Source: an optimization exercise on an open RTL-to-GDS flow (aim: small area). Production flows keep margins and buffers that such runs may drop.
RTL that was checked went through simulation tests only; none was proved equivalent to the original.
Power and IR drop assume default switching activity.

// ALU_top
module ALU_top (
    input  wire        clk,
    input  wire [31:0] operand1,
    input  wire [31:0] operand2,
    input  wire [2:0]  opcode,
    input  wire        is_signed,
    output reg  [31:0] alu_res
);
    reg [31:0] op1_q, op2_q;
    reg [2:0]  opc_q;
    reg        sgn_q;
    wire [31:0] res;
    always @(posedge clk) begin
        op1_q   <= operand1;
        op2_q   <= operand2;
        opc_q   <= opcode;
        sgn_q   <= is_signed;
        alu_res <= res;
    end
    ALU u_alu (
        .operand1(op1_q),
        .operand2(op2_q),
        .alu_res(res),
        .opcode(opc_q),
        .is_signed(sgn_q)
    );
endmodule
export LEC_CHECK = 0
export CAP_MARGIN = 20
export CORE_MARGIN = 2
export CORE_UTILIZATION = 45
export GPL_TIMING_DRIVEN = 0
export SLEW_MARGIN = 20
create_clock -name core_clock -period 4.5 [get_ports {clk}]
standard.sh (not shown) runs the stock make flow with config.mk's settings and CLKGATE_MAP_FILE= SYNTH_SCRIPT=/design/flow/synth_recipe.tcl, a recipe that flattens the netlist after the stock synthesis.
==> flow/flow/run.sh <==
#!/bin/bash
# Own flow: the ALU is written as a netlist of cell models (ALU_<cell>, see gen/).
# Swap each model for the sky130 cell of the same function and pins, then run the
# standard ORFS flow on that design, with plain buf_1 cells as the port buffers and
# a clock tree of clkbuf_8 without dummy loads.
set -euo pipefail
cd "$(dirname "$0")/.."
DESIGN=${FLOW_DESIGN:-$PWD/design.v}
sed -e '/CELL MODELS BEGIN/,/CELL MODELS END/d' \
    -e 's/^\(\s*\)ALU_\([a-z0-9_]*\) /\1sky130_fd_sc_hd__\2 /' "$DESIGN" > "$PWD/mapped.v"
grep -c 'sky130_fd_sc_hd__' "$PWD/mapped.v" > map.log
bash standard.sh VERILOG_FILES="$PWD/mapped.v" \
    BUFFER_PORTS_ARGS="-buffer_cell sky130_fd_sc_hd__buf_1" \
    CTS_ARGS="-sink_clustering_enable -repair_clock_nets -dont_use_dummy_load -buf_list sky130_fd_sc_hd__clkbuf_8" \
    finish > standard.log 2>&1
Edit:
- GPL_TIMING_DRIVEN: 0 -> unset
=> Total power hardly moves; area after synthesis stays the same; worst setup slack improves by 0.12 ns; global-route usage went up by 0.77 points; final area is about the same.
No run of this note included a check of the RTL's function; only the layout flow was run.

* * *

ALU_top, a different RTL version from the one above (not shown whole).
Size in the first run: ~610 cells after synthesis, roughly 100 flip-flops, roughly 100 I/O pins.
Design ALU_top, start of the top module:
module ALU_top (
    input  wire        clk,
    input  wire [31:0] operand1,
    input  wire [31:0] operand2,
    input  wire [2:0]  opcode,
    input  wire        is_signed,
    output reg  [31:0] alu_res
);
==> flow/config.mk <==
export PLATFORM = sky130hd
export DESIGN_NAME = ALU_top
export DESIGN_NICKNAME = ALU_top
export VERILOG_FILES = /design/flow/design.v
export SDC_FILE = /design/flow/constraint.sdc
export NUM_CORES = 4
export LEC_CHECK = 0
export CAP_MARGIN = 20
export CORE_MARGIN = 2
export CORE_UTILIZATION = 45
export SLEW_MARGIN = 20
==> flow/constraint.sdc <==
create_clock -name core_clock -period 4.5 [get_ports {clk}]
set_input_delay 0.9000 -clock core_clock [delete_from_list [all_inputs] [get_ports {clk}]]
set_output_delay 0.9000 -clock core_clock [all_outputs]
set_load 0.01 [all_outputs]
==> flow/flow/run.sh <==
#!/bin/bash
# Own flow: the ALU is written as a netlist of cell models (ALU_<cell>, see gen/).
# Swap each model for the sky130 cell of the same function and pins, then run the
# standard ORFS flow on that design, with plain buf_1 cells as the port buffers and
# a clock tree of clkbuf_8 without dummy loads.
set -euo pipefail
cd "$(dirname "$0")/.."
DESIGN=${FLOW_DESIGN:-$PWD/design.v}
sed -e '/CELL MODELS BEGIN/,/CELL MODELS END/d' \
    -e 's/^\(\s*\)ALU_\([a-z0-9]*\) /\1sky130_fd_sc_hd__\2_1 /' "$DESIGN" > "$PWD/mapped.v"
grep -c 'sky130_fd_sc_hd__' "$PWD/mapped.v" > map.log
bash standard.sh VERILOG_FILES="$PWD/mapped.v" \
    BUFFER_PORTS_ARGS="-buffer_cell sky130_fd_sc_hd__buf_1" \
    CTS_ARGS="-sink_clustering_enable -repair_clock_nets -dont_use_dummy_load -buf_list sky130_fd_sc_hd__clkbuf_8" \
    finish > standard.log 2>&1
The starting point ran to the end with no violations.
Next try:
==> flow/flow/run.sh (replaced) <==
#!/bin/bash
# Own flow: the ALU is written as a netlist of cell models (ALU_<cell>, see gen/).
# Swap each model for the sky130 cell of the same function and pins, then run the
# standard ORFS flow on that design. Everything else is the standard layout.
set -euo pipefail
cd "$(dirname "$0")/.."
DESIGN=${FLOW_DESIGN:-$PWD/design.v}
sed -e '/CELL MODELS BEGIN/,/CELL MODELS END/d' \
    -e 's/^\(\s*\)ALU_\([a-z0-9]*\) /\1sky130_fd_sc_hd__\2_1 /' "$DESIGN" > "$PWD/mapped.v"
grep -c 'sky130_fd_sc_hd__' "$PWD/mapped.v" > map.log
bash standard.sh VERILOG_FILES="$PWD/mapped.v" finish > standard.log 2>&1
The changed run passed the timing, design-rule and antenna checks.
Power rises by about a fifth.
Wire length rises by a few percent.
Die area is unchanged.
Via count rises by a few percent.
Combinational power is higher by roughly a tenth.
Critical path depth is unchanged.
Next try:
--- a/flow/flow/run.sh
+++ b/flow/flow/run.sh
@@ -3,3 +3,4 @@
 # Swap each model for the sky130 cell of the same function and pins, then run the
-# standard ORFS flow on that design. Everything else is the standard layout.
+# standard ORFS flow on that design, with plain buf_1 cells as the port buffers and
+# a clock tree of clkbuf_8 without dummy loads.
 set -euo pipefail
@@ -10,2 +11,5 @@
 grep -c 'sky130_fd_sc_hd__' "$PWD/mapped.v" > map.log
-bash standard.sh VERILOG_FILES="$PWD/mapped.v" finish > standard.log 2>&1
+bash standard.sh VERILOG_FILES="$PWD/mapped.v" \
+    BUFFER_PORTS_ARGS="-buffer_cell sky130_fd_sc_hd__buf_1" \
+    CTS_ARGS="-sink_clustering_enable -repair_clock_nets -dont_use_dummy_load -buf_list sky130_fd_sc_hd__clkbuf_8" \
+    finish > standard.log 2>&1
Settings changed: CAP_MARGIN 20 to 0, GPL_TIMING_DRIVEN set to 0, SLEW_MARGIN 20 to 0.
Effect: Sequential cell count stays the same. Clock-buffer cell count went down by 1. Critical path depth decreases by 5. Die area stays the same.
Next try:
Settings changed: CAP_MARGIN 0 to 20, CORE_UTILIZATION 45 to 65, SLEW_MARGIN 0 to 20.
Power goes up by 1.2%; global-route usage went up by 11 points; design area drops by 0.45%; setup slack degrades by 100 ps; utilization increases by 22 points; via count went up by 6.4%; worst hold slack gains 7.4 ps; die area went down by 30%.

* * *

Starting RTL as in the previous note.
clock: 4.5 ns
lec_check: 0
cap_margin: 20
core_margin: 2
core_utilization: 45
cts_buf_list: sky130_fd_sc_hd__clkbuf_8
slew_margin: 20
==> flow/flow/run.sh <==
#!/bin/bash
# Own flow: the ALU is written as a netlist of cell models (ALU_<cell>, see gen/).
# Swap each model for the sky130 cell of the same function and pins, then run the
# standard ORFS flow on that design, with plain buf_1 cells as the port buffers.
set -euo pipefail
cd "$(dirname "$0")/.."
DESIGN=${FLOW_DESIGN:-$PWD/design.v}
sed -e '/CELL MODELS BEGIN/,/CELL MODELS END/d' \
    -e 's/^\(\s*\)ALU_\([a-z0-9]*\) /\1sky130_fd_sc_hd__\2_1 /' "$DESIGN" > "$PWD/mapped.v"
grep -c 'sky130_fd_sc_hd__' "$PWD/mapped.v" > map.log
bash standard.sh VERILOG_FILES="$PWD/mapped.v" \
    BUFFER_PORTS_ARGS="-buffer_cell sky130_fd_sc_hd__buf_1" \
    finish > standard.log 2>&1
The starting point went through all stages and came out clean.
Rerun with:
--- a/flow/flow/run.sh
+++ b/flow/flow/run.sh
@@ -3,3 +3,4 @@
 # Swap each model for the sky130 cell of the same function and pins, then run the
-# standard ORFS flow on that design, with plain buf_1 cells as the port buffers.
+# standard ORFS flow on that design, with plain buf_1 cells as the port buffers and
+# a clock tree of clkbuf_8 without dummy loads.
 set -euo pipefail
@@ -12,2 +13,3 @@
     BUFFER_PORTS_ARGS="-buffer_cell sky130_fd_sc_hd__buf_1" \
+    CTS_ARGS="-sink_clustering_enable -repair_clock_nets -dont_use_dummy_load -buf_list sky130_fd_sc_hd__clkbuf_8" \
     finish > standard.log 2>&1
- CTS_BUF_LIST: sky130_fd_sc_hd__clkbuf_8 -> default
- GPL_TIMING_DRIVEN: default -> 0
What happened: The new run ran to the end with no violations; count of clock-buffer cells in the layout is unchanged; fmax came out higher by 2.8%; non-clock buffer count came out lower by 11; wire length hardly moves.

static timing again, ports no longer ideal:
The flow's constraints put no driver on any port. The routed layouts listed below were extracted and timed again, unchanged, in two steps.
Step 1: set_driving_cell puts a clkbuf_16 on clk and a buf_2 on each other input, an assumption about the parent block.
Step 2 also shifts input and output timing later by t, the mid clock arrival at the registers, as if the neighbouring blocks saw the same clock.
Slacks: ideal ports / drivers / drivers and shift; pairs: ideal ports / drivers.
run	t, ns	setup slack, ns	worst register clock-pin slew, ns	pins driven straight from the clock port
the first run of note 1	0.415	0.263 / 0.263 / 0.263	0.10 / 0.10	1
the second run of note 1	0.405	0.385 / 0.385 / 0.385	0.10 / 0.10	1
the first run of note 2	0.401	0.245 / 0.245 / 0.245	0.08 / 0.08	1
the second run of note 2	0.392	0.385 / 0.385 / 0.385	0.07 / 0.07	1
the third run of note 2	0.408	0.247 / 0.247 / 0.247	0.10 / 0.10	1
the fourth run of note 2	0.388	0.147 / 0.147 / 0.147	0.11 / 0.11	1
the first run of note 3	0.414	0.258 / 0.258 / 0.258	0.09 / 0.09	1
the second run of note 3	0.407	0.373 / 0.373 / 0.373	0.09 / 0.09	1
After both steps every run listed still meets setup and hold.
